Context: an optimization exercise on an open-source flow, tuned for small area and a short achievable clock period. The choices shown serve that exercise and are no tape-out recipe. In this exercise RTL edits were held to simulation tests only and were not proved equivalent to the original.

### flow/design.v
module rv16_instr_dmux(rv16_dminstr_in, opcode_out, rs1_addr_out, rs2_addr_out, rd_addr_out);
	parameter DATA = 16, OPCODE = 4;
	input [DATA-1:0]rv16_dminstr_in;
	output [OPCODE-1:0]opcode_out;
	output [OPCODE-1:0]rs1_addr_out;
	output [OPCODE-1:0]rs2_addr_out;
	output [OPCODE-1:0]rd_addr_out;
	assign opcode_out   = rv16_dminstr_in[3:0];
	assign rs1_addr_out = rv16_dminstr_in[7:4];
	assign rs2_addr_out = rv16_dminstr_in[11:8];
	assign rd_addr_out  = rv16_dminstr_in[15:12];
endmodule
module rv16_register_file(rd_addr_in,rs1_addr_in,rs2_addr_in,rd_reg_in,rv16_reg_clock,rv16_reg_reset,rs1_reg_out,rs2_reg_out);
	parameter DATA = 16, OPCODE = 4;
	input [OPCODE-1:0]rd_addr_in;
	input [OPCODE-1:0]rs1_addr_in;
	input [OPCODE-1:0]rs2_addr_in;
	input [DATA-1:0]rd_reg_in;
	input rv16_reg_clock, rv16_reg_reset;
	output [DATA-1:0]rs1_reg_out;
	output [DATA-1:0]rs2_reg_out;
	reg [DATA-1:0] reg_file [1:15];
	wire [DATA-1:0] rd_ports [0:15];
	assign rd_ports[0] = {DATA{1'b0}};
	genvar g;
	generate
		for (g = 1; g < 16; g = g + 1) begin : R
			assign rd_ports[g] = reg_file[g];
			always @(posedge rv16_reg_clock)
				if (rv16_reg_reset || rd_addr_in == g)
					reg_file[g] <= rv16_reg_reset ? {DATA{1'b0}} : rd_reg_in;
		end
	endgenerate
	assign rs1_reg_out = rd_ports[rs1_addr_in];
	assign rs2_reg_out = rd_ports[rs2_addr_in];
endmodule
module rv16_add_unit(a, b, sub, y);
	parameter DATA = 16;
	input [DATA-1:0] a, b;
	input sub;
	output [DATA-1:0] y;
	assign y = a + (b ^ {DATA{sub}}) + {{(DATA-1){1'b0}}, sub};
endmodule
module rv16_mult_unit(a, b, p);
	parameter DATA = 16;
	input  [DATA-1:0] a, b;
	output [DATA-1:0] p;
	wire [DATA:0] bx = {b, 1'b0};
	wire [DATA/2-1:0] neg;
	wire [15:0] x0;
	wire [13:0] x1;
	wire [11:0] x2;
	wire [9:0] x3;
	wire [7:0] x4;
	wire [5:0] x5;
	wire [3:0] x6;
	wire [1:0] x7;
	genvar i;
	generate
		for (i = 0; i < DATA/2; i = i + 1) begin : R
			wire b0 = bx[2*i], b1 = bx[2*i+1], b2 = bx[2*i+2];
			wire one = b0 ^ b1;
			wire two = (b2 & ~b1 & ~b0) | (~b2 & b1 & b0);
			assign neg[i] = b2;
		end
	endgenerate
	assign x0 = (({16{R[0].one}} & a[15:0]) | ({16{R[0].two}} & {a[14:0], 1'b0})) ^ {16{neg[0]}};
	assign x1 = (({14{R[1].one}} & a[13:0]) | ({14{R[1].two}} & {a[12:0], 1'b0})) ^ {14{neg[1]}};
	assign x2 = (({12{R[2].one}} & a[11:0]) | ({12{R[2].two}} & {a[10:0], 1'b0})) ^ {12{neg[2]}};
	assign x3 = (({10{R[3].one}} & a[9:0]) | ({10{R[3].two}} & {a[8:0], 1'b0})) ^ {10{neg[3]}};
	assign x4 = (({8{R[4].one}} & a[7:0]) | ({8{R[4].two}} & {a[6:0], 1'b0})) ^ {8{neg[4]}};
	assign x5 = (({6{R[5].one}} & a[5:0]) | ({6{R[5].two}} & {a[4:0], 1'b0})) ^ {6{neg[5]}};
	assign x6 = (({4{R[6].one}} & a[3:0]) | ({4{R[6].two}} & {a[2:0], 1'b0})) ^ {4{neg[6]}};
	assign x7 = (({2{R[7].one}} & a[1:0]) | ({2{R[7].two}} & {a[0:0], 1'b0})) ^ {2{neg[7]}};
	wire s0 = x0[0] ^ neg[0];
	wire c0 = x0[0] & neg[0];
	wire s1 = x0[1] ^ c0;
	wire c1 = x0[1] & c0;
	wire s2 = x0[2] ^ x1[0] ^ neg[1];
	wire c2 = (x0[2] & x1[0]) | (x0[2] & neg[1]) | (x1[0] & neg[1]);
	wire s3 = c1 ^ s2;
	wire c3 = c1 & s2;
	wire s4 = x0[3] ^ x1[1] ^ c2;
	wire c4 = (x0[3] & x1[1]) | (x0[3] & c2) | (x1[1] & c2);
	wire s5 = c3 ^ s4;
	wire c5 = c3 & s4;
	wire s6 = x0[4] ^ x1[2] ^ x2[0];
	wire c6 = (x0[4] & x1[2]) | (x0[4] & x2[0]) | (x1[2] & x2[0]);
	wire s7 = neg[2] ^ c4 ^ c5;
	wire c7 = (neg[2] & c4) | (neg[2] & c5) | (c4 & c5);
	wire s8 = s6 ^ s7;
	wire c8 = s6 & s7;
	wire s9 = x0[5] ^ x1[3] ^ x2[1];
	wire c9 = (x0[5] & x1[3]) | (x0[5] & x2[1]) | (x1[3] & x2[1]);
	wire s10 = c6 ^ c7 ^ c8;
	wire c10 = (c6 & c7) | (c6 & c8) | (c7 & c8);
	wire s11 = s9 ^ s10;
	wire c11 = s9 & s10;
	wire s12 = x0[6] ^ x1[4] ^ x2[2];
	wire c12 = (x0[6] & x1[4]) | (x0[6] & x2[2]) | (x1[4] & x2[2]);
	wire s13 = x3[0] ^ neg[3] ^ c9;
	wire c13 = (x3[0] & neg[3]) | (x3[0] & c9) | (neg[3] & c9);
	wire s14 = c10 ^ c11 ^ s12;
	wire c14 = (c10 & c11) | (c10 & s12) | (c11 & s12);
	wire s15 = s13 ^ s14;
	wire c15 = s13 & s14;
	wire s16 = x0[7] ^ x1[5] ^ x2[3];
	wire c16 = (x0[7] & x1[5]) | (x0[7] & x2[3]) | (x1[5] & x2[3]);
	wire s17 = x3[1] ^ c12 ^ c13;
	wire c17 = (x3[1] & c12) | (x3[1] & c13) | (c12 & c13);
	wire s18 = c14 ^ c15 ^ s16;
	wire c18 = (c14 & c15) | (c14 & s16) | (c15 & s16);
	wire s19 = s17 ^ s18;
	wire c19 = s17 & s18;
	wire s20 = x0[8] ^ x1[6] ^ x2[4];
	wire c20 = (x0[8] & x1[6]) | (x0[8] & x2[4]) | (x1[6] & x2[4]);
	wire s21 = x3[2] ^ x4[0] ^ neg[4];
	wire c21 = (x3[2] & x4[0]) | (x3[2] & neg[4]) | (x4[0] & neg[4]);
	wire s22 = c16 ^ c17 ^ c18;
	wire c22 = (c16 & c17) | (c16 & c18) | (c17 & c18);
	wire s23 = c19 ^ s20 ^ s21;
	wire c23 = (c19 & s20) | (c19 & s21) | (s20 & s21);
	wire s24 = s22 ^ s23;
	wire c24 = s22 & s23;
	wire s25 = x0[9] ^ x1[7] ^ x2[5];
	wire c25 = (x0[9] & x1[7]) | (x0[9] & x2[5]) | (x1[7] & x2[5]);
	wire s26 = x3[3] ^ x4[1] ^ c20;
	wire c26 = (x3[3] & x4[1]) | (x3[3] & c20) | (x4[1] & c20);
	wire s27 = c21 ^ c22 ^ c23;
	wire c27 = (c21 & c22) | (c21 & c23) | (c22 & c23);
	wire s28 = c24 ^ s25 ^ s26;
	wire c28 = (c24 & s25) | (c24 & s26) | (s25 & s26);
	wire s29 = s27 ^ s28;
	wire c29 = s27 & s28;
	wire s30 = x0[10] ^ x1[8] ^ x2[6];
	wire c30 = (x0[10] & x1[8]) | (x0[10] & x2[6]) | (x1[8] & x2[6]);
	wire s31 = x3[4] ^ x4[2] ^ x5[0];
	wire c31 = (x3[4] & x4[2]) | (x3[4] & x5[0]) | (x4[2] & x5[0]);
	wire s32 = neg[5] ^ c25 ^ c26;
	wire c32 = (neg[5] & c25) | (neg[5] & c26) | (c25 & c26);
	wire s33 = c27 ^ c28 ^ c29;
	wire c33 = (c27 & c28) | (c27 & c29) | (c28 & c29);
	wire s34 = s30 ^ s31 ^ s32;
	wire c34 = (s30 & s31) | (s30 & s32) | (s31 & s32);
	wire s35 = s33 ^ s34;
	wire c35 = s33 & s34;
	wire s36 = x0[11] ^ x1[9] ^ x2[7];
	wire c36 = (x0[11] & x1[9]) | (x0[11] & x2[7]) | (x1[9] & x2[7]);
	wire s37 = x3[5] ^ x4[3] ^ x5[1];
	wire c37 = (x3[5] & x4[3]) | (x3[5] & x5[1]) | (x4[3] & x5[1]);
	wire s38 = c30 ^ c31 ^ c32;
	wire c38 = (c30 & c31) | (c30 & c32) | (c31 & c32);
	wire s39 = c33 ^ c34 ^ c35;
	wire c39 = (c33 & c34) | (c33 & c35) | (c34 & c35);
	wire s40 = s36 ^ s37 ^ s38;
	wire c40 = (s36 & s37) | (s36 & s38) | (s37 & s38);
	wire s41 = s39 ^ s40;
	wire c41 = s39 & s40;
	wire s42 = x0[12] ^ x1[10] ^ x2[8];
	wire c42 = (x0[12] & x1[10]) | (x0[12] & x2[8]) | (x1[10] & x2[8]);
	wire s43 = x3[6] ^ x4[4] ^ x5[2];
	wire c43 = (x3[6] & x4[4]) | (x3[6] & x5[2]) | (x4[4] & x5[2]);
	wire s44 = x6[0] ^ neg[6] ^ c36;
	wire c44 = (x6[0] & neg[6]) | (x6[0] & c36) | (neg[6] & c36);
	wire s45 = c37 ^ c38 ^ c39;
	wire c45 = (c37 & c38) | (c37 & c39) | (c38 & c39);
	wire s46 = c40 ^ c41 ^ s42;
	wire c46 = (c40 & c41) | (c40 & s42) | (c41 & s42);
	wire s47 = s43 ^ s44 ^ s45;
	wire c47 = (s43 & s44) | (s43 & s45) | (s44 & s45);
	wire s48 = s46 ^ s47;
	wire c48 = s46 & s47;
	wire s49 = x0[13] ^ x1[11] ^ x2[9];
	wire c49 = (x0[13] & x1[11]) | (x0[13] & x2[9]) | (x1[11] & x2[9]);
	wire s50 = x3[7] ^ x4[5] ^ x5[3];
	wire c50 = (x3[7] & x4[5]) | (x3[7] & x5[3]) | (x4[5] & x5[3]);
	wire s51 = x6[1] ^ c42 ^ c43;
	wire c51 = (x6[1] & c42) | (x6[1] & c43) | (c42 & c43);
	wire s52 = c44 ^ c45 ^ c46;
	wire c52 = (c44 & c45) | (c44 & c46) | (c45 & c46);
	wire s53 = c47 ^ c48 ^ s49;
	wire c53 = (c47 & c48) | (c47 & s49) | (c48 & s49);
	wire s54 = s50 ^ s51 ^ s52;
	wire c54 = (s50 & s51) | (s50 & s52) | (s51 & s52);
	wire s55 = s53 ^ s54;
	wire c55 = s53 & s54;
	wire s56 = x0[14] ^ x1[12] ^ x2[10];
	wire c56 = (x0[14] & x1[12]) | (x0[14] & x2[10]) | (x1[12] & x2[10]);
	wire s57 = x3[8] ^ x4[6] ^ x5[4];
	wire c57 = (x3[8] & x4[6]) | (x3[8] & x5[4]) | (x4[6] & x5[4]);
	wire s58 = x6[2] ^ x7[0] ^ neg[7];
	wire c58 = (x6[2] & x7[0]) | (x6[2] & neg[7]) | (x7[0] & neg[7]);
	wire s59 = c49 ^ c50 ^ c51;
	wire c59 = (c49 & c50) | (c49 & c51) | (c50 & c51);
	wire s60 = c52 ^ c53 ^ c54;
	wire c60 = (c52 & c53) | (c52 & c54) | (c53 & c54);
	wire s61 = c55 ^ s56 ^ s57;
	wire c61 = (c55 & s56) | (c55 & s57) | (s56 & s57);
	wire s62 = s58 ^ s59 ^ s60;
	wire c62 = (s58 & s59) | (s58 & s60) | (s59 & s60);
	wire s63 = s61 ^ s62;
	wire c63 = s61 & s62;
	wire s64 = x0[15] ^ x1[13] ^ x2[11];
	wire s65 = x3[9] ^ x4[7] ^ x5[5];
	wire s66 = x6[3] ^ x7[1] ^ c56;
	wire s67 = c57 ^ c58 ^ c59;
	wire s68 = c60 ^ c61 ^ c62;
	wire s69 = c63 ^ s64 ^ s65;
	wire s70 = s66 ^ s67 ^ s68;
	wire s71 = s69 ^ s70;
	assign p = {s71, s63, s55, s48, s41, s35, s29, s24, s19, s15, s11, s8, s5, s3, s1, s0};
endmodule
module rv16_div_unit(a, b, q);
	parameter DATA = 16;
	parameter K = 4;
	input  [DATA-1:0] a, b;
	output [DATA-1:0] q;
	wire [DATA+1:0] b3 = {2'b00, b} + {1'b0, b, 1'b0};
	wire [K-1:0] at = a[DATA-1 -: K];
	wire [K-1:0] bl = b[K-1:0];
	wire bigk = |b[DATA-1:K];
	wire [K-1:0] qt, rt;
	rv16_div_top4 TOP (.at(at), .bl(bl), .q(qt), .r(rt));
	wire [K-1:0] q0 = bigk ? {K{1'b0}} : qt;
	wire [K-1:0] r0 = bigk ? at : rt;
	assign q[DATA-1 -: K] = q0;
	localparam NR = (DATA - K) / 2;
	wire [DATA*(NR+1)-1:0] rem;
	assign rem[0 +: DATA] = {{(DATA-K){1'b0}}, r0};
	genvar i;
	generate
		for (i = 1; i <= NR; i = i + 1) begin : ROW
			localparam W = K + 2*i;
			wire [W-1:0] t = {rem[(i-1)*DATA +: W-2], a[DATA-1-K-2*(i-1) -: 2]};
			wire [W:0] d1, d2, d3;
			wire big1, big2, big3;
			wire ge1, ge2, ge3;
			if (W == DATA) begin : HL
				assign big1 = 1'b0;
				assign big2 = b[DATA-1];
				assign big3 = |b3[DATA+1:DATA];
			end else begin : HN
				assign big1 = |b[DATA-1:W];
				assign big2 = |b[DATA-1:W-1];
				assign big3 = b >= ((2**W + 2) / 3);
			end
			assign d1 = {1'b0, t} - {1'b0, b[W-1:0]};
			assign d2 = {1'b0, t} - {1'b0, b[W-2:0], 1'b0};
			assign d3 = {1'b0, t} - {1'b0, b3[W-1:0]};
			assign ge1 = ~big1 & ~d1[W];
			assign ge2 = ~big2 & ~d2[W];
			assign ge3 = ~big3 & ~d3[W];
			assign q[DATA-1-K-2*(i-1)] = ge2;
			assign q[DATA-2-K-2*(i-1)] = ge3 | (ge1 & ~ge2);
			if (i < NR) begin : RM
				assign rem[i*DATA +: W] = ge3 ? d3[W-1:0] : ge2 ? d2[W-1:0] : ge1 ? d1[W-1:0] : t;
				assign rem[i*DATA+W +: DATA-W] = {(DATA-W){1'b0}};
			end else begin : RL
				assign rem[i*DATA +: DATA] = {DATA{1'b0}};
			end
		end
	endgenerate
endmodule
module rv16_div_top4(at, bl, q, r);
	input  [3:0] at, bl;
	output reg [3:0] q, r;
	always @(*)
		case ({at, bl})
			8'd0: begin q = 4'd15; r = 4'd0; end
			8'd1: begin q = 4'd0; r = 4'd0; end
			8'd2: begin q = 4'd0; r = 4'd0; end
			8'd3: begin q = 4'd0; r = 4'd0; end
			8'd4: begin q = 4'd0; r = 4'd0; end
			8'd5: begin q = 4'd0; r = 4'd0; end
			8'd6: begin q = 4'd0; r = 4'd0; end
			8'd7: begin q = 4'd0; r = 4'd0; end
			8'd8: begin q = 4'd0; r = 4'd0; end
			8'd9: begin q = 4'd0; r = 4'd0; end
			8'd10: begin q = 4'd0; r = 4'd0; end
			8'd11: begin q = 4'd0; r = 4'd0; end
			8'd12: begin q = 4'd0; r = 4'd0; end
			8'd13: begin q = 4'd0; r = 4'd0; end
			8'd14: begin q = 4'd0; r = 4'd0; end
			8'd15: begin q = 4'd0; r = 4'd0; end
			8'd16: begin q = 4'd15; r = 4'd1; end
			8'd17: begin q = 4'd1; r = 4'd0; end
			8'd18: begin q = 4'd0; r = 4'd1; end
			8'd19: begin q = 4'd0; r = 4'd1; end
			8'd20: begin q = 4'd0; r = 4'd1; end
			8'd21: begin q = 4'd0; r = 4'd1; end
			8'd22: begin q = 4'd0; r = 4'd1; end
			8'd23: begin q = 4'd0; r = 4'd1; end
			8'd24: begin q = 4'd0; r = 4'd1; end
			8'd25: begin q = 4'd0; r = 4'd1; end
			8'd26: begin q = 4'd0; r = 4'd1; end
			8'd27: begin q = 4'd0; r = 4'd1; end
			8'd28: begin q = 4'd0; r = 4'd1; end
			8'd29: begin q = 4'd0; r = 4'd1; end
			8'd30: begin q = 4'd0; r = 4'd1; end
			8'd31: begin q = 4'd0; r = 4'd1; end
			8'd32: begin q = 4'd15; r = 4'd2; end
			8'd33: begin q = 4'd2; r = 4'd0; end
			8'd34: begin q = 4'd1; r = 4'd0; end
			8'd35: begin q = 4'd0; r = 4'd2; end
			8'd36: begin q = 4'd0; r = 4'd2; end
			8'd37: begin q = 4'd0; r = 4'd2; end
			8'd38: begin q = 4'd0; r = 4'd2; end
			8'd39: begin q = 4'd0; r = 4'd2; end
			8'd40: begin q = 4'd0; r = 4'd2; end
			8'd41: begin q = 4'd0; r = 4'd2; end
			8'd42: begin q = 4'd0; r = 4'd2; end
			8'd43: begin q = 4'd0; r = 4'd2; end
			8'd44: begin q = 4'd0; r = 4'd2; end
			8'd45: begin q = 4'd0; r = 4'd2; end
			8'd46: begin q = 4'd0; r = 4'd2; end
			8'd47: begin q = 4'd0; r = 4'd2; end
			8'd48: begin q = 4'd15; r = 4'd3; end
			8'd49: begin q = 4'd3; r = 4'd0; end
			8'd50: begin q = 4'd1; r = 4'd1; end
			8'd51: begin q = 4'd1; r = 4'd0; end
			8'd52: begin q = 4'd0; r = 4'd3; end
			8'd53: begin q = 4'd0; r = 4'd3; end
			8'd54: begin q = 4'd0; r = 4'd3; end
			8'd55: begin q = 4'd0; r = 4'd3; end
			8'd56: begin q = 4'd0; r = 4'd3; end
			8'd57: begin q = 4'd0; r = 4'd3; end
			8'd58: begin q = 4'd0; r = 4'd3; end
			8'd59: begin q = 4'd0; r = 4'd3; end
			8'd60: begin q = 4'd0; r = 4'd3; end
			8'd61: begin q = 4'd0; r = 4'd3; end
			8'd62: begin q = 4'd0; r = 4'd3; end
			8'd63: begin q = 4'd0; r = 4'd3; end
			8'd64: begin q = 4'd15; r = 4'd4; end
			8'd65: begin q = 4'd4; r = 4'd0; end
			8'd66: begin q = 4'd2; r = 4'd0; end
			8'd67: begin q = 4'd1; r = 4'd1; end
			8'd68: begin q = 4'd1; r = 4'd0; end
			8'd69: begin q = 4'd0; r = 4'd4; end
			8'd70: begin q = 4'd0; r = 4'd4; end
			8'd71: begin q = 4'd0; r = 4'd4; end
			8'd72: begin q = 4'd0; r = 4'd4; end
			8'd73: begin q = 4'd0; r = 4'd4; end
			8'd74: begin q = 4'd0; r = 4'd4; end
			8'd75: begin q = 4'd0; r = 4'd4; end
			8'd76: begin q = 4'd0; r = 4'd4; end
			8'd77: begin q = 4'd0; r = 4'd4; end
			8'd78: begin q = 4'd0; r = 4'd4; end
			8'd79: begin q = 4'd0; r = 4'd4; end
			8'd80: begin q = 4'd15; r = 4'd5; end
			8'd81: begin q = 4'd5; r = 4'd0; end
			8'd82: begin q = 4'd2; r = 4'd1; end
			8'd83: begin q = 4'd1; r = 4'd2; end
			8'd84: begin q = 4'd1; r = 4'd1; end
			8'd85: begin q = 4'd1; r = 4'd0; end
			8'd86: begin q = 4'd0; r = 4'd5; end
			8'd87: begin q = 4'd0; r = 4'd5; end
			8'd88: begin q = 4'd0; r = 4'd5; end
			8'd89: begin q = 4'd0; r = 4'd5; end
			8'd90: begin q = 4'd0; r = 4'd5; end
			8'd91: begin q = 4'd0; r = 4'd5; end
			8'd92: begin q = 4'd0; r = 4'd5; end
			8'd93: begin q = 4'd0; r = 4'd5; end
			8'd94: begin q = 4'd0; r = 4'd5; end
			8'd95: begin q = 4'd0; r = 4'd5; end
			8'd96: begin q = 4'd15; r = 4'd6; end
			8'd97: begin q = 4'd6; r = 4'd0; end
			8'd98: begin q = 4'd3; r = 4'd0; end
			8'd99: begin q = 4'd2; r = 4'd0; end
			8'd100: begin q = 4'd1; r = 4'd2; end
			8'd101: begin q = 4'd1; r = 4'd1; end
			8'd102: begin q = 4'd1; r = 4'd0; end
			8'd103: begin q = 4'd0; r = 4'd6; end
			8'd104: begin q = 4'd0; r = 4'd6; end
			8'd105: begin q = 4'd0; r = 4'd6; end
			8'd106: begin q = 4'd0; r = 4'd6; end
			8'd107: begin q = 4'd0; r = 4'd6; end
			8'd108: begin q = 4'd0; r = 4'd6; end
			8'd109: begin q = 4'd0; r = 4'd6; end
			8'd110: begin q = 4'd0; r = 4'd6; end
			8'd111: begin q = 4'd0; r = 4'd6; end
			8'd112: begin q = 4'd15; r = 4'd7; end
			8'd113: begin q = 4'd7; r = 4'd0; end
			8'd114: begin q = 4'd3; r = 4'd1; end
			8'd115: begin q = 4'd2; r = 4'd1; end
			8'd116: begin q = 4'd1; r = 4'd3; end
			8'd117: begin q = 4'd1; r = 4'd2; end
			8'd118: begin q = 4'd1; r = 4'd1; end
			8'd119: begin q = 4'd1; r = 4'd0; end
			8'd120: begin q = 4'd0; r = 4'd7; end
			8'd121: begin q = 4'd0; r = 4'd7; end
			8'd122: begin q = 4'd0; r = 4'd7; end
			8'd123: begin q = 4'd0; r = 4'd7; end
			8'd124: begin q = 4'd0; r = 4'd7; end
			8'd125: begin q = 4'd0; r = 4'd7; end
			8'd126: begin q = 4'd0; r = 4'd7; end
			8'd127: begin q = 4'd0; r = 4'd7; end
			8'd128: begin q = 4'd15; r = 4'd8; end
			8'd129: begin q = 4'd8; r = 4'd0; end
			8'd130: begin q = 4'd4; r = 4'd0; end
			8'd131: begin q = 4'd2; r = 4'd2; end
			8'd132: begin q = 4'd2; r = 4'd0; end
			8'd133: begin q = 4'd1; r = 4'd3; end
			8'd134: begin q = 4'd1; r = 4'd2; end
			8'd135: begin q = 4'd1; r = 4'd1; end
			8'd136: begin q = 4'd1; r = 4'd0; end
			8'd137: begin q = 4'd0; r = 4'd8; end
			8'd138: begin q = 4'd0; r = 4'd8; end
			8'd139: begin q = 4'd0; r = 4'd8; end
			8'd140: begin q = 4'd0; r = 4'd8; end
			8'd141: begin q = 4'd0; r = 4'd8; end
			8'd142: begin q = 4'd0; r = 4'd8; end
			8'd143: begin q = 4'd0; r = 4'd8; end
			8'd144: begin q = 4'd15; r = 4'd9; end
			8'd145: begin q = 4'd9; r = 4'd0; end
			8'd146: begin q = 4'd4; r = 4'd1; end
			8'd147: begin q = 4'd3; r = 4'd0; end
			8'd148: begin q = 4'd2; r = 4'd1; end
			8'd149: begin q = 4'd1; r = 4'd4; end
			8'd150: begin q = 4'd1; r = 4'd3; end
			8'd151: begin q = 4'd1; r = 4'd2; end
			8'd152: begin q = 4'd1; r = 4'd1; end
			8'd153: begin q = 4'd1; r = 4'd0; end
			8'd154: begin q = 4'd0; r = 4'd9; end
			8'd155: begin q = 4'd0; r = 4'd9; end
			8'd156: begin q = 4'd0; r = 4'd9; end
			8'd157: begin q = 4'd0; r = 4'd9; end
			8'd158: begin q = 4'd0; r = 4'd9; end
			8'd159: begin q = 4'd0; r = 4'd9; end
			8'd160: begin q = 4'd15; r = 4'd10; end
			8'd161: begin q = 4'd10; r = 4'd0; end
			8'd162: begin q = 4'd5; r = 4'd0; end
			8'd163: begin q = 4'd3; r = 4'd1; end
			8'd164: begin q = 4'd2; r = 4'd2; end
			8'd165: begin q = 4'd2; r = 4'd0; end
			8'd166: begin q = 4'd1; r = 4'd4; end
			8'd167: begin q = 4'd1; r = 4'd3; end
			8'd168: begin q = 4'd1; r = 4'd2; end
			8'd169: begin q = 4'd1; r = 4'd1; end
			8'd170: begin q = 4'd1; r = 4'd0; end
			8'd171: begin q = 4'd0; r = 4'd10; end
			8'd172: begin q = 4'd0; r = 4'd10; end
			8'd173: begin q = 4'd0; r = 4'd10; end
			8'd174: begin q = 4'd0; r = 4'd10; end
			8'd175: begin q = 4'd0; r = 4'd10; end
			8'd176: begin q = 4'd15; r = 4'd11; end
			8'd177: begin q = 4'd11; r = 4'd0; end
			8'd178: begin q = 4'd5; r = 4'd1; end
			8'd179: begin q = 4'd3; r = 4'd2; end
			8'd180: begin q = 4'd2; r = 4'd3; end
			8'd181: begin q = 4'd2; r = 4'd1; end
			8'd182: begin q = 4'd1; r = 4'd5; end
			8'd183: begin q = 4'd1; r = 4'd4; end
			8'd184: begin q = 4'd1; r = 4'd3; end
			8'd185: begin q = 4'd1; r = 4'd2; end
			8'd186: begin q = 4'd1; r = 4'd1; end
			8'd187: begin q = 4'd1; r = 4'd0; end
			8'd188: begin q = 4'd0; r = 4'd11; end
			8'd189: begin q = 4'd0; r = 4'd11; end
			8'd190: begin q = 4'd0; r = 4'd11; end
			8'd191: begin q = 4'd0; r = 4'd11; end
			8'd192: begin q = 4'd15; r = 4'd12; end
			8'd193: begin q = 4'd12; r = 4'd0; end
			8'd194: begin q = 4'd6; r = 4'd0; end
			8'd195: begin q = 4'd4; r = 4'd0; end
			8'd196: begin q = 4'd3; r = 4'd0; end
			8'd197: begin q = 4'd2; r = 4'd2; end
			8'd198: begin q = 4'd2; r = 4'd0; end
			8'd199: begin q = 4'd1; r = 4'd5; end
			8'd200: begin q = 4'd1; r = 4'd4; end
			8'd201: begin q = 4'd1; r = 4'd3; end
			8'd202: begin q = 4'd1; r = 4'd2; end
			8'd203: begin q = 4'd1; r = 4'd1; end
			8'd204: begin q = 4'd1; r = 4'd0; end
			8'd205: begin q = 4'd0; r = 4'd12; end
			8'd206: begin q = 4'd0; r = 4'd12; end
			8'd207: begin q = 4'd0; r = 4'd12; end
			8'd208: begin q = 4'd15; r = 4'd13; end
			8'd209: begin q = 4'd13; r = 4'd0; end
			8'd210: begin q = 4'd6; r = 4'd1; end
			8'd211: begin q = 4'd4; r = 4'd1; end
			8'd212: begin q = 4'd3; r = 4'd1; end
			8'd213: begin q = 4'd2; r = 4'd3; end
			8'd214: begin q = 4'd2; r = 4'd1; end
			8'd215: begin q = 4'd1; r = 4'd6; end
			8'd216: begin q = 4'd1; r = 4'd5; end
			8'd217: begin q = 4'd1; r = 4'd4; end
			8'd218: begin q = 4'd1; r = 4'd3; end
			8'd219: begin q = 4'd1; r = 4'd2; end
			8'd220: begin q = 4'd1; r = 4'd1; end
			8'd221: begin q = 4'd1; r = 4'd0; end
			8'd222: begin q = 4'd0; r = 4'd13; end
			8'd223: begin q = 4'd0; r = 4'd13; end
			8'd224: begin q = 4'd15; r = 4'd14; end
			8'd225: begin q = 4'd14; r = 4'd0; end
			8'd226: begin q = 4'd7; r = 4'd0; end
			8'd227: begin q = 4'd4; r = 4'd2; end
			8'd228: begin q = 4'd3; r = 4'd2; end
			8'd229: begin q = 4'd2; r = 4'd4; end
			8'd230: begin q = 4'd2; r = 4'd2; end
			8'd231: begin q = 4'd2; r = 4'd0; end
			8'd232: begin q = 4'd1; r = 4'd6; end
			8'd233: begin q = 4'd1; r = 4'd5; end
			8'd234: begin q = 4'd1; r = 4'd4; end
			8'd235: begin q = 4'd1; r = 4'd3; end
			8'd236: begin q = 4'd1; r = 4'd2; end
			8'd237: begin q = 4'd1; r = 4'd1; end
			8'd238: begin q = 4'd1; r = 4'd0; end
			8'd239: begin q = 4'd0; r = 4'd14; end
			8'd240: begin q = 4'd15; r = 4'd15; end
			8'd241: begin q = 4'd15; r = 4'd0; end
			8'd242: begin q = 4'd7; r = 4'd1; end
			8'd243: begin q = 4'd5; r = 4'd0; end
			8'd244: begin q = 4'd3; r = 4'd3; end
			8'd245: begin q = 4'd3; r = 4'd0; end
			8'd246: begin q = 4'd2; r = 4'd3; end
			8'd247: begin q = 4'd2; r = 4'd1; end
			8'd248: begin q = 4'd1; r = 4'd7; end
			8'd249: begin q = 4'd1; r = 4'd6; end
			8'd250: begin q = 4'd1; r = 4'd5; end
			8'd251: begin q = 4'd1; r = 4'd4; end
			8'd252: begin q = 4'd1; r = 4'd3; end
			8'd253: begin q = 4'd1; r = 4'd2; end
			8'd254: begin q = 4'd1; r = 4'd1; end
			8'd255: begin q = 4'd1; r = 4'd0; end
			default: begin q = 4'd0; r = 4'd0; end
		endcase
endmodule
module rv16_xor_unit(rs1_xor_in,rs2_xor_in,rd_xor_out);
	parameter DATA = 16;
	input [DATA-1:0]rs1_xor_in;
	input [DATA-1:0]rs2_xor_in;
	output [DATA-1:0]rd_xor_out;
	assign rd_xor_out = rs1_xor_in ^ rs2_xor_in;
endmodule
module rv16_and_unit(rs1_and_in,rs2_and_in,rd_and_out);
	parameter DATA = 16;
	input [DATA-1:0]rs1_and_in;
	input [DATA-1:0]rs2_and_in;
	output [DATA-1:0]rd_and_out;
	assign rd_and_out = rs1_and_in & rs2_and_in;
endmodule
module rv16_or_unit(rs1_or_in,rs2_or_in,rd_or_out);
	parameter DATA = 16;
	input [DATA-1:0]rs1_or_in;
	input [DATA-1:0]rs2_or_in;
	output [DATA-1:0]rd_or_out;
	assign rd_or_out = rs1_or_in | rs2_or_in;
endmodule
module rv16_rd_fumux(rd_ADDSUB_in, rd_MUL_in, rd_DIV_in, rd_XOR_in, rd_AND_in, rd_OR_in, rd_LD_in, rd_fumux_opcode, rd_fumux_out);
	parameter DATA = 16, OPCODE = 4;
	input [DATA-1:0]rd_ADDSUB_in, rd_MUL_in, rd_DIV_in, rd_XOR_in, rd_AND_in, rd_OR_in, rd_LD_in;
	input [OPCODE-1:0]rd_fumux_opcode;
	output [DATA-1:0]rd_fumux_out;
	reg [DATA-1:0] other;
	always @(*)
		case (rd_fumux_opcode)
			4'd0, 4'd1: other = rd_ADDSUB_in;
			4'd2:       other = rd_MUL_in;
			4'd4:       other = rd_XOR_in;
			4'd5:       other = rd_AND_in;
			4'd6:       other = rd_OR_in;
			4'd7:       other = rd_LD_in;
			default:    other = {DATA{1'b0}};
		endcase
	assign rd_fumux_out = (rd_fumux_opcode == 4'd3) ? rd_DIV_in : other;
endmodule
module rv16_cpu_top(rv16_cpu_clock, rv16_cpu_reset, rv16_cpu_dminstr_in, rv16_cpu_dmdata_in, rv16_cpu_addr_out, rv16_cpu_dmdata_out);
	parameter DATA = 16;
	parameter OPCODE = 4;
	input rv16_cpu_clock;
	input rv16_cpu_reset;
	input [DATA-1:0]rv16_cpu_dminstr_in;
	input [DATA-1:0]rv16_cpu_dmdata_in;
	output reg [DATA-1:0]rv16_cpu_addr_out;
	output reg [DATA-1:0]rv16_cpu_dmdata_out;
	wire [OPCODE-1:0]opcode_out;
	wire [OPCODE-1:0]rs1_addr_out;
	wire [OPCODE-1:0]rs2_addr_out;
	wire [OPCODE-1:0]rd_addr_out;
	rv16_instr_dmux IDMUX (.rv16_dminstr_in(rv16_cpu_dminstr_in), .opcode_out(opcode_out), .rs1_addr_out(rs1_addr_out), .rs2_addr_out(rs2_addr_out), .rd_addr_out(rd_addr_out));
	wire [DATA-1:0]rs1_reg_out;
	wire [DATA-1:0]rs2_reg_out;
	wire [DATA-1:0]rd_fumux_out;
	rv16_register_file REGF (.rd_addr_in(rd_addr_out), .rs1_addr_in(rs1_addr_out), .rs2_addr_in(rs2_addr_out), .rd_reg_in(rd_fumux_out),
						.rv16_reg_clock(rv16_cpu_clock), .rv16_reg_reset(rv16_cpu_reset), .rs1_reg_out(rs1_reg_out), .rs2_reg_out(rs2_reg_out));
	wire [DATA-1:0]rd_addsub_out;
	rv16_add_unit ADDERUNIT (.a(rs1_reg_out), .b(rs2_reg_out), .sub(opcode_out[0]), .y(rd_addsub_out));
	wire [DATA-1:0]rd_mult_out;
	rv16_mult_unit MULTUNIT (.a(rs1_reg_out), .b(rs2_reg_out), .p(rd_mult_out));
	wire [DATA-1:0]rd_div_quo;
	rv16_div_unit DIVUNIT (.a(rs1_reg_out), .b(rs2_reg_out), .q(rd_div_quo));
	wire [DATA-1:0]rd_xor_out;
	rv16_xor_unit XORUNIT (.rs1_xor_in(rs1_reg_out), .rs2_xor_in(rs2_reg_out), .rd_xor_out(rd_xor_out));
	wire [DATA-1:0]rd_and_out;
	rv16_and_unit ANDUNIT (rs1_reg_out, rs2_reg_out, rd_and_out);
	wire [DATA-1:0]rd_or_out;
	rv16_or_unit ORUNIT (rs1_reg_out, rs2_reg_out, rd_or_out);
	rv16_rd_fumux RDMUX (rd_addsub_out, rd_mult_out, rd_div_quo, rd_xor_out, rd_and_out, rd_or_out, rv16_cpu_dmdata_in,
		opcode_out, rd_fumux_out);
	always @(posedge rv16_cpu_clock)
		begin
			if(rv16_cpu_reset)
				begin
					rv16_cpu_addr_out   <= 0;
					rv16_cpu_dmdata_out <= 0;
				end
			else
				begin
					rv16_cpu_addr_out   <= {{(DATA-OPCODE){1'b0}}, rd_addr_out};
					rv16_cpu_dmdata_out <= rd_fumux_out;
				end
		end
endmodule
### flow/config.mk
export PLATFORM = sky130hd
export DESIGN_NAME = rv16_cpu_top
export DESIGN_NICKNAME = rv16_cpu_top
export VERILOG_FILES = /design/flow/design.v
export SDC_FILE = /design/flow/constraint.sdc
export NUM_CORES = 4
export LEC_CHECK = 0
export ABC_AREA = 1
export CAP_MARGIN = 20
export CORE_MARGIN = 2
export CORE_UTILIZATION = 40
export SLEW_MARGIN = 20
### flow/run.sh
#!/bin/bash
# synth_recipe.tcl (not shown) runs the flow's synth.tcl, then flattens the netlist and writes it again
# the make line also repeats each setting of config.mk as NAME=value (left out here)
make -C /OpenROAD-flow-scripts/flow DESIGN_CONFIG=/design/flow/config.mk WORK_HOME=/design/flow/orfs CLKGATE_MAP_FILE= SYNTH_SCRIPT=/design/flow/synth_recipe.tcl finish
### flow/constraint.sdc
create_clock -name core_clock -period 66.0 [get_ports {rv16_cpu_clock}]
set_input_delay 13.2000 -clock core_clock [delete_from_list [all_inputs] [get_ports {rv16_cpu_clock}]]
set_output_delay 13.2000 -clock core_clock [all_outputs]
set_load 0.01 [all_outputs]
==> impl_results.md, run 1 <==
- Crit. End Element: flip-flop
- Crit path kind: in2reg
- Port buffer count: 53
- Routing usage on met3: 4.19%
- Max-cap violation count: 0
- Yosys warnings: 5
- DPL Wire Length: 75200 microns
- Setup crit start kind: primary input
- DRT Pass-1 Iters: 6
- RSZ-0062 raised after global routing: false
- Post-Syn Area: 0.0270 sq mm
- Most frequent cells in the layout: nand2_1, inv_1, ha_1, edfxtp_1, a21oi_1
- Worst Skew: 0.0166 ns
- Avg Inst Size Synth: 7.76 sq um
- Die area: 0.0695 sq mm
- PostCTS Resize Cnt: 0
- Worst-Margin Slew: 1.08 ns
- CP required: 66.27 ns
- CTS tree: built
- Iter 0 DRT Violations: 2885
- Final setup vio count: 0
- DRC: 0
- H-tree depth: 1
- Total routed wirelength: 105000 microns
- Post-synth EDFFs: 240
- Synth Flop Type: edfxtp_1
- Largest delay share family, worst path: compound AO/OA/AOI/OAI gates
- Layout cells sized above 1: 7.08%
- Register area share after synthesis: 28.2%
- ANT cells: 0
- Max-slew headroom: 28.0%
- Area occupied by multi-input gates: 0.0173 sq mm
- FMAX: 31.9 MHz
- Root buf cell: clkbuf_16
- DR WL/cell: 23.5 microns
- Tightest Hold Check Type: reg2reg
- Vias: 25.8k
- Async SR Flop Fraction: 0%
- Clock latency (worst-skew pair): 0.55 ns
- Vias in the first global route: 24.2k
- Final min period: 31.32 ns
- Gate Count Post-Synth: 3476
- Core Area: 0.0669 sq mm
- Total CTS buffers: 26
- Critical path's most frequent cell: nand2_1
- Crit path arrival time: 31.59 ns
- Global placement routability congestion: 0.952
- Synth cell types: 67
- IO Count: 66
- Worst-path cell with the longest stage delay: nand2_1
- Congestion Overflow GR: 0
- Final hold vios: 0
- Chip height: 264 microns
- Largest net degree at the start of global routing: 47
- GRT Overall Usage: 29.2%
- Worst path bufs/invs: 17
- Busiest grt layer: met2
- Vias per Instance: 5.79
- CTS Buffer Depth: 3
- Die width: 264 microns
- FP Rows: 95
- Met1 Use GR: 39.5%
- Flip-flop and latch count after synthesis: 260
- CP max FO: 16
- Slowest stage delay, CP: 0.67 ns
- Setup TNS: 0 ns
- Outcome: no timing/DRC/antenna violations
- Initial antenna violation count: 1
- Pins Over Slew Limit: 0
- Sequential cell area: 0.00761 sq mm
- Most common cell after layout, fill and taps aside: nand2_1
- Remaining antenna violation count after routing: 0
- First-pass GRT wire length: 154000 microns
- Area grow syn2layout: 10.9%
- Nets: 3976
- Tcrit/Tclk final: 47.5%
- Post-CTS Hold Fix Bufs: 0
- Sink Count: 260
- Post-CTS Setup Bufs: 0
- Finished Layout Cells: 4462
- Met2 Usage GRT: 46.7%
- Initial Utilization: 40.3%
- Fillers: 6711
- Clock slew at reported path FFs: 0.07 ns
- Dpl cells: 4414
==> registers in the layout, indices dropped and copies added, names as in the netlist <==
register,cells
rv16_cpu_addr_out,4
rv16_cpu_dmdata_out,16
REGF.reg_file,240
==> kinds of logic (layout without fill, tap and decap cells) <==
family	count (synthesis)	in the layout	synth area share (%)
simple gates	1340	1340	21.2
xor+xnor	190	190	6.17
buf+inv	562	664	8.34
compound gates	750	750	17.1
other cells	1	12	0.0139
flops	260	260	28.2
fa+ha+maj	373	373	19.0
==> worst register-to-register path: cells and delay by family (launching register included) <==
kind	cells	cell delay, ns
adders and majority gates	7	2.41
buffers and inverters	15	2.49
DFF	1	0.34
and+or+nand+nor	25	3.52
AOI/OAI and AO/OA	43	8.07
xor gates and xnor gates	1	0.35
==> metrics by stage <==
| step | utilization (%) | instance area (sq um) | setup slack [ns] | hold WS, ns |
|---|---|---|---|---|
| after global placement | 43.4 | 29000 | 34.65 | 1.27 |
| final | 44.7 | 29900 | 34.68 | 1.29 |
| after detailed placement | 43.4 | 29000 | 34.45 | 1.28 |
| after floorplan | - | 27000 | 37.90 | 1.02 |
| after CTS | 44.7 | 29900 | 34.94 | 1.30 |
| after global routing | 44.7 | 29900 | 32.87 | 1.36 |
==> cells in the mapped netlist (all sizes together) (28+ instances only) <==
cell type | number | area [sq um]
nand2 | 809 | 3080
inv | 462 | 1730
ha | 312 | 3900
edfxtp | 240 | 7210
nor2 | 236 | 953
a21oi | 219 | 1100
o21ai | 204 | 1030
nand3 | 167 | 846
xor2 | 158 | 1380
o22ai | 95 | 594
fa | 61 | 1220
buf | 56 | 349
a221oi | 52 | 455
clkbuf | 38 | 143
nand4 | 34 | 213
xnor2 | 32 | 280
o21bai | 28 | 210
==> final timing paths <==
| path | startpoint | end | slack (ns) | cells after the start |
|---|---|---|---|---|
| worst min-delay path | REGF.reg_file[6][15] | rv16_cpu_dmdata_out[0] | 1.29 | 6 |
| worst max-delay path | rv16_cpu_dminstr_in[9] | REGF.reg_file[3][0] | 34.68 | 96 |
| worst min register to register | REGF.reg_file[6][15] | rv16_cpu_dmdata_out[0] | 1.29 | 6 |
| worst max register to register | REGF.reg_file[12][7] | REGF.reg_file[3][0] | 48.58 | 91 |
==> final cells by class <==
| type | count | share of cell area (%) |
|---|---|---|
| Clock buffer | 36 | 2.47 |
| Clock inverter | 12 | 0.423 |
| Inverter | 468 | 5.88 |
| Multi-Input combinational cell | 2665 | 58.0 |
| Sequential cell | 260 | 25.4 |
| Tap cell | 873 | 3.65 |
| Timing Repair Buffer | 148 | 4.16 |
==> routing by layer <==
metal | part of all wire [%] | wire, microns
met5 | 0.0067 | 7
met4 | 4.6 | 4870
met3 | 10 | 10600
met2 | 44 | 46200
met1 | 41 | 43300
==> run 2, diff against run 1 <==
--- a/flow/design.v
+++ b/flow/design.v
@@ -35,10 +35,14 @@
 	assign rs2_reg_out = rd_ports[rs2_addr_in];
 endmodule
-module rv16_add_unit(a, b, sub, y);
+module rv16_add_unit(a, b, sub, dbl, y, b3hi);
 	parameter DATA = 16;
 	input [DATA-1:0] a, b;
-	input sub;
+	input sub, dbl;
 	output [DATA-1:0] y;
-	assign y = a + (b ^ {DATA{sub}}) + {{(DATA-1){1'b0}}, sub};
+	output [1:0] b3hi;
+	wire [DATA-1:0] x = dbl ? {b[DATA-2:0], 1'b0} : a;
+	wire [DATA:0] s = {1'b0, x} + {1'b0, b ^ {DATA{sub}}} + {{DATA{1'b0}}, sub};
+	assign y = s[DATA-1:0];
+	assign b3hi = {b[DATA-1] & s[DATA], b[DATA-1] ^ s[DATA]};
 endmodule
 module rv16_mult_unit(a, b, p);
@@ -211,10 +215,10 @@
 	assign p = {s71, s63, s55, s48, s41, s35, s29, s24, s19, s15, s11, s8, s5, s3, s1, s0};
 endmodule
-module rv16_div_unit(a, b, q);
+module rv16_div_unit(a, b, b3, q);
 	parameter DATA = 16;
 	parameter K = 4;
 	input  [DATA-1:0] a, b;
 	output [DATA-1:0] q;
-	wire [DATA+1:0] b3 = {2'b00, b} + {1'b0, b, 1'b0};
+	input  [DATA+1:0] b3;
 	wire [K-1:0] at = a[DATA-1 -: K];
 	wire [K-1:0] bl = b[K-1:0];
@@ -585,9 +589,11 @@
 						.rv16_reg_clock(rv16_cpu_clock), .rv16_reg_reset(rv16_cpu_reset), .rs1_reg_out(rs1_reg_out), .rs2_reg_out(rs2_reg_out));
 	wire [DATA-1:0]rd_addsub_out;
-	rv16_add_unit ADDERUNIT (.a(rs1_reg_out), .b(rs2_reg_out), .sub(opcode_out[0]), .y(rd_addsub_out));
+	wire [1:0] b3hi;
+	wire div_op = opcode_out[1];
+	rv16_add_unit ADDERUNIT (.a(rs1_reg_out), .b(rs2_reg_out), .sub(opcode_out[0] & ~div_op), .dbl(div_op), .y(rd_addsub_out), .b3hi(b3hi));
 	wire [DATA-1:0]rd_mult_out;
 	rv16_mult_unit MULTUNIT (.a(rs1_reg_out), .b(rs2_reg_out), .p(rd_mult_out));
 	wire [DATA-1:0]rd_div_quo;
-	rv16_div_unit DIVUNIT (.a(rs1_reg_out), .b(rs2_reg_out), .q(rd_div_quo));
+	rv16_div_unit DIVUNIT (.a(rs1_reg_out), .b(rs2_reg_out), .b3({b3hi, rd_addsub_out}), .q(rd_div_quo));
 	wire [DATA-1:0]rd_xor_out;
 	rv16_xor_unit XORUNIT (.rs1_xor_in(rs1_reg_out), .rs2_xor_in(rs2_reg_out), .rd_xor_out(rd_xor_out));
==> run 2 against run 1 <==
  * Via count shrank 1.6%
  * Core utilization grew 0.26 points
  * Critical path depth increased by 4
  * Synthesized cell count fell by 1.8%
  * Count of clock-buffer cells in the layout decreased by 4
  * Still clean on timing, DRC and antenna
==> impl_results.md, run 2 <==
- Outcome: no timing/DRC/antenna violations (unchanged)
- Sink Count: 260 (unchanged)
- Fin worst setup slack: 34.36 ns (was 34.68 ns)
- Global placement routability congestion: 1.03 (was 0.952)
- Post-CTS Setup Bufs: 0 (unchanged)
- Worst Skew: 0.0238 ns (was 0.0166 ns)
- Die width: 260 microns (was 264 microns)
- Post-synth top area share: 27.5% (was 26.7%)
- Reg2Reg Depth: 94 (was 91)
- Crit. End Element: flip-flop (unchanged)
- CP required: 66.38 ns (was 66.27 ns)
- Tightest Hold Check Type: reg2reg (unchanged)
- Setup crit start kind: primary input (unchanged)
- Fillers: 6537 (was 6711)
- Max-cap violation count: 0 (unchanged)
- FMAX: 31.6 MHz (was 31.9 MHz)
- Core Area: 0.0646 sq mm (was 0.0669 sq mm)
- Critical path's most frequent cell: nand2_1 (unchanged)
- Async SR Flop Fraction: 0% (unchanged)
- Commonest cells post-synth: nand2_1, inv_1, ha_1 (unchanged)
- Nets: 3859 (was 3976)
- RR Endpoint: REGF.reg_file[13][0] (was REGF.reg_file[3][0])
- Clock slew at reported path FFs: 0.07 ns (about the same)
- HP Start: REGF.reg_file[10][14] (was REGF.reg_file[6][15])
- Post-Syn Area: 0.0262 sq mm (was 0.0270 sq mm)
- Vias: 25.4k (was 25.8k)
- IO Count: 66 (unchanged)
- Pre-CTS setup slack: 34.24 ns (was 34.45 ns)
- Tcrit/Tclk final: 47.9% (was 47.5%)
- Setup TNS: 0 ns (unchanged)
- Initial antenna violation count: 2 (was 1)
- Register area share after synthesis: 29.1% (was 28.2%)
- Most frequent cells in the layout: nand2_1, inv_1, ha_1, edfxtp_1, nor2_1 (was nand2_1, inv_1, ha_1, edfxtp_1, a21oi_1)
- CP max FO: 41 (was 16)
- CTS tree: built (unchanged)
- Reg2Reg Launch Point: REGF.reg_file[7][1] (was REGF.reg_file[12][7])
- Largest net degree at the start of global routing: 42 (was 47)
- Final min period: 31.64 ns (was 31.32 ns)
- Synth top area cells: edfxtp_1, ha_1, nand2_1 (unchanged)
- Synth Flop Type: edfxtp_1 (unchanged)
- Pins Over Slew Limit: 0 (unchanged)
- Most frequent cell after synthesis: nand2_1 (unchanged)
- Slowest stage delay, CP: 0.64 ns (was 0.67 ns)
- Root buf cell: clkbuf_16 (unchanged)
- Synth cell types: 71 (was 67)
- Post-CTS Hold Fix Bufs: 0 (unchanged)
- Remaining antenna violation count after routing: 0 (unchanged)
- PostCTS Resize Cnt: 0 (unchanged)
- Reg-to-reg slack, setup: 48.10 ns (was 48.58 ns)
- Total CTS buffers: 25 (was 26)
- Synth area leader: edfxtp_1 (unchanged)
- Vias in the first global route: 24.4k (was 24.2k)
- Vias per Instance: 5.82 (was 5.79)
- Post-route core utilization: 44.9% (was 44.7%)
- Max-slew headroom: 22.9% (was 28.0%)
- Largest Register: REGF.reg_file (unchanged)
- DR WL/cell: 24.2 microns (was 23.5 microns)
- FP Rows: 93 (was 95)
- DPL Wire Length: 76300 microns (was 75200 microns)
- CP Launch Point: rv16_cpu_dminstr_in[8] (was rv16_cpu_dminstr_in[9])
- Iter 0 DRT Violations: 3400 (was 2885)
- Avg Inst Size Synth: 7.67 sq um (was 7.76 sq um)
- Largest regs: REGF.reg_file x240, rv16_cpu_dmdata_out x16, rv16_cpu_addr_out x4 (unchanged)
- Most common cell after layout, fill and taps aside: nand2_1 (unchanged)
- Yosys warnings: 5 (unchanged)
- Hold Path Cell Cnt: 8 (was 6)
- Gate Count Post-Synth: 3414 (was 3476)
- H-tree depth: 1 (unchanged)
- Worst-Margin Slew: 1.16 ns (was 1.08 ns)
- Post-synth EDFFs: 240 (unchanged)
- Crit path arrival time: 32.02 ns (was 31.59 ns)
- Chip height: 260 microns (was 264 microns)
- Initial Utilization: 40.5% (was 40.3%)
- Crit path kind: in2reg (unchanged)
- Clock latency (worst-skew pair): 0.56 ns (was 0.55 ns)
- Worst-path cell with the longest stage delay: clkdlybuf4s50_1 (was nand2_1)
- Die area: 0.0675 sq mm (was 0.0695 sq mm)
- Congestion Overflow GR: 0 (unchanged)
- Worst Hold Path EP: REGF.reg_file[11][12] (was rv16_cpu_dmdata_out[0])
- Max reg flops: 240 (unchanged)
- First-pass GRT wire length: 156000 microns (was 154000 microns)
- Layout cells sized above 1: 7.22% (was 7.08%)
- DRT Pass-1 Iters: 8 (was 6)
- Final hold vios: 0 (unchanged)
- Final setup vio count: 0 (unchanged)
- Area grow syn2layout: 10.8% (was 10.9%)
- GRT Overall Usage: 30.9% (was 29.2%)
- Flip-flop and latch count after synthesis: 260 (unchanged)
- Port buffer count: 53 (unchanged)
- Total routed wirelength: 106000 microns (was 105000 microns)
- RSZ-0062 raised after global routing: false (unchanged)
- DRC: 0 (unchanged)
- CTS Buffer Depth: 3 (unchanged)
-- run 2: cell types whose count changed after synthesis, moves of 11 or more --
cell,delta
nand2_1,+41
ha_1,-33
inv_1,-28
xor2_1,-27
a31oi_1,-18
a21oi_1,-15
a221oi_1,-14
o21ai_1,+14
nand4_1,+11
-- run 2: final cells by class --
class	instances	area [sq um]	area share, %
flip-flops and latches	260	7610	26.2
inverters	452	1700	5.86
clock inverters	14	214	0.737
well taps	855	1070	3.69
diodes	4	10.0	0.0345
clock buffers	32	692	2.38
multi-input cells	2622	16700	57.4
repair buffers	125	1070	3.69
-- run 2: worst max-delay path, delay by kind of cell --
family,cells,cell delay [ns]
AO/OA/AOI/OAI,37,6.15
adder cells (fa/ha/maj),7,2.59
AND/OR/NAND/NOR,40,5.61
buffers and inverters,16,4.40
-- run 2: per-stage QoR --
step,instances,hold WS (ns),cell area [sq um]
2_1_floorplan,3425,1.00,26200
3_3_place_gp,4313,1.39,28100
3_5_place_dp,4314,1.40,28100
4_1_cts,4360,1.40,29000
5_1_grt,4360,1.48,29000
6_report,4364,1.42,29000
-- run 2: cell families (layout without fill, tap and decap cells) --
| kind of cell | after synthesis | after routing | share of synthesized area, % |
|---|---|---|---|
| AOI/OAI and AO/OA | 710 | 710 | 16.4 |
| buffers and inverters | 543 | 623 | 8.18 |
| xor gates and xnor gates | 172 | 172 | 5.75 |
| other | 1 | 16 | 0.0143 |
| DFF | 260 | 260 | 29.1 |
| adders and majority gates | 339 | 339 | 17.9 |
| and+or+nand+nor | 1389 | 1389 | 22.6 |
-- run 2: how the worst max path moves through the flow --
stage	to	slack, ns	cells after the start
2_1_floorplan	REGF.reg_file[10][0]	38.67	107
3_3_place_gp	REGF.reg_file[1][0]	34.41	100
3_5_place_dp	REGF.reg_file[1][0]	34.24	103
4_1_cts	REGF.reg_file[13][0]	34.76	103
5_1_grt	REGF.reg_file[9][0]	32.65	101
6_report	REGF.reg_file[13][0]	34.36	100
-- run 2: layer usage --
| layer | vias to the layer above | share of wire (%) | global-route usage [%] |
|---|---|---|---|
| met5 | - | 0.0095 | 0 |
| met4 | 2 | 5.6 | 15.8 |
| met3 | 364 | 9.9 | 4.82 |
| met2 | 1491 | 45 | 49.4 |
| met1 | 11800 | 40 | 40.4 |
| li1 | 11800 | - | - |
==> run 3, diff against run 2 <==
--- a/flow/design.v
+++ b/flow/design.v
@@ -247,5 +247,5 @@
 				assign big1 = |b[DATA-1:W];
 				assign big2 = |b[DATA-1:W-1];
-				assign big3 = b >= ((2**W + 2) / 3);
+				assign big3 = |b3[DATA+1:W];
 			end
 			assign d1 = {1'b0, t} - {1'b0, b[W-1:0]};
==> run 3 against run 2 <==
  * Still clean on timing, DRC and antenna
  * Critical path depth is 5 higher
  * Setup slack got worse by 0.57 ns
  * Count of clock-buffer cells in the layout fell by 1
  * Sequential share of layout area increased by 0.16 points
  * Flip-flop and latch count did not move
  * Worst hold slack better by 0.025 ns
  * Wire length is 3.6% lower
==> impl_results.md, run 3 <==
- Nets: 3769 (was 3859)
- Crit. End Element: flip-flop (unchanged)
- Final min period: 32.21 ns (was 31.64 ns)
- Synth area leader: edfxtp_1 (unchanged)
- Finished Layout Cells: 4274 (was 4364)
- CP max FO: 35 (was 41)
- DPL Wire Length: 72600 microns (was 76300 microns)
- Gate Count Post-Synth: 3316 (was 3414)
- Synth Area in Compound Gates: 17.2% (was 16.4%)
- Post-synth top area share: 27.8% (was 27.5%)
- FMAX: 31.1 MHz (was 31.6 MHz)
- Synth cell types: 76 (was 71)
- Total routed wirelength: 102000 microns (was 106000 microns)
- PostCTS Resize Cnt: 0 (unchanged)
- IO Count: 66 (unchanged)
- Post-CTS Hold Fix Bufs: 0 (unchanged)
- First-pass GRT wire length: 151000 microns (was 156000 microns)
- Final setup vio count: 0 (unchanged)
- DR WL/cell: 23.8 microns (was 24.2 microns)
- Layout cells sized above 1: 8.16% (was 7.22%)
- Synth Area in XOR/XNOR: 6.41% (was 5.75%)
- Worst Skew: 0.0246 ns (was 0.0238 ns)
- Global placement routability congestion: 0.959 (was 1.03)
- Most common cell after layout, fill and taps aside: nand2_1 (unchanged)
- Post-synth EDFFs: 240 (unchanged)
- Outcome: no timing/DRC/antenna violations (unchanged)
- CTS tree: built (unchanged)
- Register area share after synthesis: 29.3% (was 29.1%)
- Fillers: 6473 (was 6537)
- Tcrit/Tclk final: 48.8% (was 47.9%)
- Max reg flops: 240 (unchanged)
- Dpl cells: 4227 (was 4314)
- Remaining antenna violation count after routing: 0 (unchanged)
- ANT cells: 0 (was 4)
- Vias: 24.9k (was 25.4k)
- GRT Overall Usage: 29.9% (was 30.9%)
- CP required: 66.37 ns (was 66.38 ns)
- FP Rows: 93 (unchanged)
- Setup TNS: 0 ns (unchanged)
- Largest family of logic cells by synthesized area: simple AND/OR/NAND/NOR gates (unchanged)
- Most frequent cell after synthesis: nand2_1 (unchanged)
- Initial Utilization: 40.4% (was 40.5%)
- Slowest stage delay, CP: 0.86 ns (was 0.64 ns)
- Crit path kind: in2reg (unchanged)
- RSZ-0062 raised after global routing: false (unchanged)
- Core Area: 0.0643 sq mm (was 0.0646 sq mm)
- Post-synthesis mux area share: 0.0434% (was 0%)
- Clock slew at reported path FFs: 0.06 ns (was 0.07 ns)
- Worst-Margin Slew: 1.21 ns (was 1.16 ns)
- DRC: 0 (unchanged)
- Total CTS buffers: 27 (was 25)
- Post-Syn Area: 0.0260 sq mm (was 0.0262 sq mm)
- Flip-flop and latch count after synthesis: 260 (unchanged)
- Root buf cell: clkbuf_16 (unchanged)
- Iter 0 DRT Violations: 2891 (was 3400)
- Max-cap violation count: 0 (unchanged)
- Avg Inst Size Synth: 7.83 sq um (was 7.67 sq um)
- Post-CTS Setup Bufs: 0 (unchanged)
- Max-slew headroom: 19.1% (was 22.9%)
- Port buffer count: 53 (unchanged)
- Clock latency (worst-skew pair): 0.58 ns (was 0.56 ns)
- CTS Buffer Depth: 3 (unchanged)
- H-tree depth: 1 (unchanged)
- Vias per Instance: 5.82 (about the same)
- Tightest Hold Check Type: reg2reg (unchanged)
- Final hold vios: 0 (unchanged)
- Yosys warnings: 5 (unchanged)
- Setup crit start kind: primary input (unchanged)
- Async SR Flop Fraction: 0% (unchanged)
- Chip height: 259 microns (was 260 microns)
- Largest net degree at the start of global routing: 38 (was 42)
- Largest regs: REGF.reg_file x240, rv16_cpu_dmdata_out x16, rv16_cpu_addr_out x4 (unchanged)
- Critical path's most frequent cell: nand2_1 (unchanged)
- Synth Area in Simple Gates: 21.0% (was 22.6%)
- Initial antenna violation count: 1 (was 2)
- DRT Pass-1 Iters: 8 (unchanged)
- Vias in the first global route: 23.7k (was 24.4k)
- Die width: 259 microns (was 260 microns)
- Most frequent cells in the layout: nand2_1, inv_1, ha_1, edfxtp_1, a21oi_1 (was nand2_1, inv_1, ha_1, edfxtp_1, nor2_1)
- Pins Over Slew Limit: 0 (unchanged)
- Synth Area in Adders: 17.8% (was 17.9%)
- Commonest cells post-synth: nand2_1, inv_1, ha_1 (unchanged)
- Synth top area cells: edfxtp_1, ha_1, nand2_1 (unchanged)
- Die area: 0.0670 sq mm (was 0.0675 sq mm)
- Area grow syn2layout: 11.0% (was 10.8%)
- Congestion Overflow GR: 0 (unchanged)
- Crit path arrival time: 32.57 ns (was 32.02 ns)
- Post-route core utilization: 44.8% (was 44.9%)
- Largest Register: REGF.reg_file (unchanged)
- Sink Count: 260 (unchanged)
- Worst-path cell with the longest stage delay: nor2_2 (was clkdlybuf4s50_1)
- Synth Flop Type: edfxtp_1 (unchanged)
run 3: worst paths after layout:
path | startpoint | endpoint | slack [ns] | cells past startpoint
max | rv16_cpu_dminstr_in[10] | REGF.reg_file[3][0] | 33.79 | 105
min | REGF.reg_file[15][15] | rv16_cpu_dmdata_out[15] | 1.45 | 9
max reg2reg | REGF.reg_file[2][0] | REGF.reg_file[3][0] | 47.71 | 100
min reg2reg | REGF.reg_file[15][15] | rv16_cpu_dmdata_out[15] | 1.45 | 9
run 3: critical path: cells and delay by family:
family                   cells  cell delay, ns
AO/OA/AOI/OAI               36            6.54
adder cells (fa/ha/maj)      7            2.61
buffers and inverters       16            3.07
XOR/XNOR                     1            0.16
AND/OR/NAND/NOR             45            6.86
run 3: layer usage:
layer / routed length (microns) / global-route usage, % / vias up / share of wire, %
met5: 13 / 0 / - / 0.013
met4: 4710 / 11.7 / 2 / 4.6
met3: 11000 / 6.13 / 281 / 11
met2: 43800 / 46.5 / 1388 / 43
met1: 42400 / 40.8 / 11700 / 42
li1: - / - / 11600 / -
run 3: area by class of cell:
type | count | area (sq um) | share of cell area [%]
Clock buffer | 31 | 701 | 2.43
Clock inverter | 16 | 164 | 0.568
Inverter | 444 | 1670 | 5.79
Multi-Input combinational cell | 2530 | 16500 | 57.1
Sequential cell | 260 | 7610 | 26.4
Tap cell | 855 | 1070 | 3.71
Timing Repair Buffer | 138 | 1170 | 4.05
run 3: kinds of logic after synthesis:
logic type      after synthesis
mux                           1
other cells                   1
xor+xnor                    190
buf+inv                     537
compound gates              730
simple gates               1263
fa+ha+maj                   334
flops                       260
run 3: per-stage QoR:
| step | worst slack (ns) | hold WS, ns | cell area, sq um |
|---|---|---|---|
| finish | 33.79 | 1.45 | 28800 |
| CTS | 34.11 | 1.41 | 28800 |
| global route | 32.26 | 1.52 | 28800 |
| detailed placement | 33.55 | 1.40 | 28000 |
| global placement | 33.75 | 1.42 | 28000 |
| floorplan | 37.79 | 0.989 | 26000 |

-- separate check: timing with driven ports --
No port has a modelled driver above. Below, the same layouts with a new extraction and two added sets of constraints.
Step 1 assumes that a clkbuf_16 drives the clock port and a buf_2 every other input.
Step 2 adds t to the input delays and takes it off the output delays; t is the mean of the earliest and latest rising clock arrival at the registers after step 1. Input paths then give back, and output paths get back, about the clock's delay inside the block.
Three values: ideal, step 1, step 2; two values: the first two.
run | t, ns | setup slack, ns | worst data-port slew with drivers (ns)
run 1 | 0.591 | 34.679 / 34.710 / 34.119 | 0.05
run 2 | 0.596 | 34.360 / 34.385 / 33.789 | 0.04
run 3 | 0.615 | 33.795 / 33.822 / 33.208 | 0.04
After both steps setup and hold are still met in every run listed. The setup slack of run 3, which loses most, moves by +0.027 ns with the drivers and by -0.587 ns with both steps.
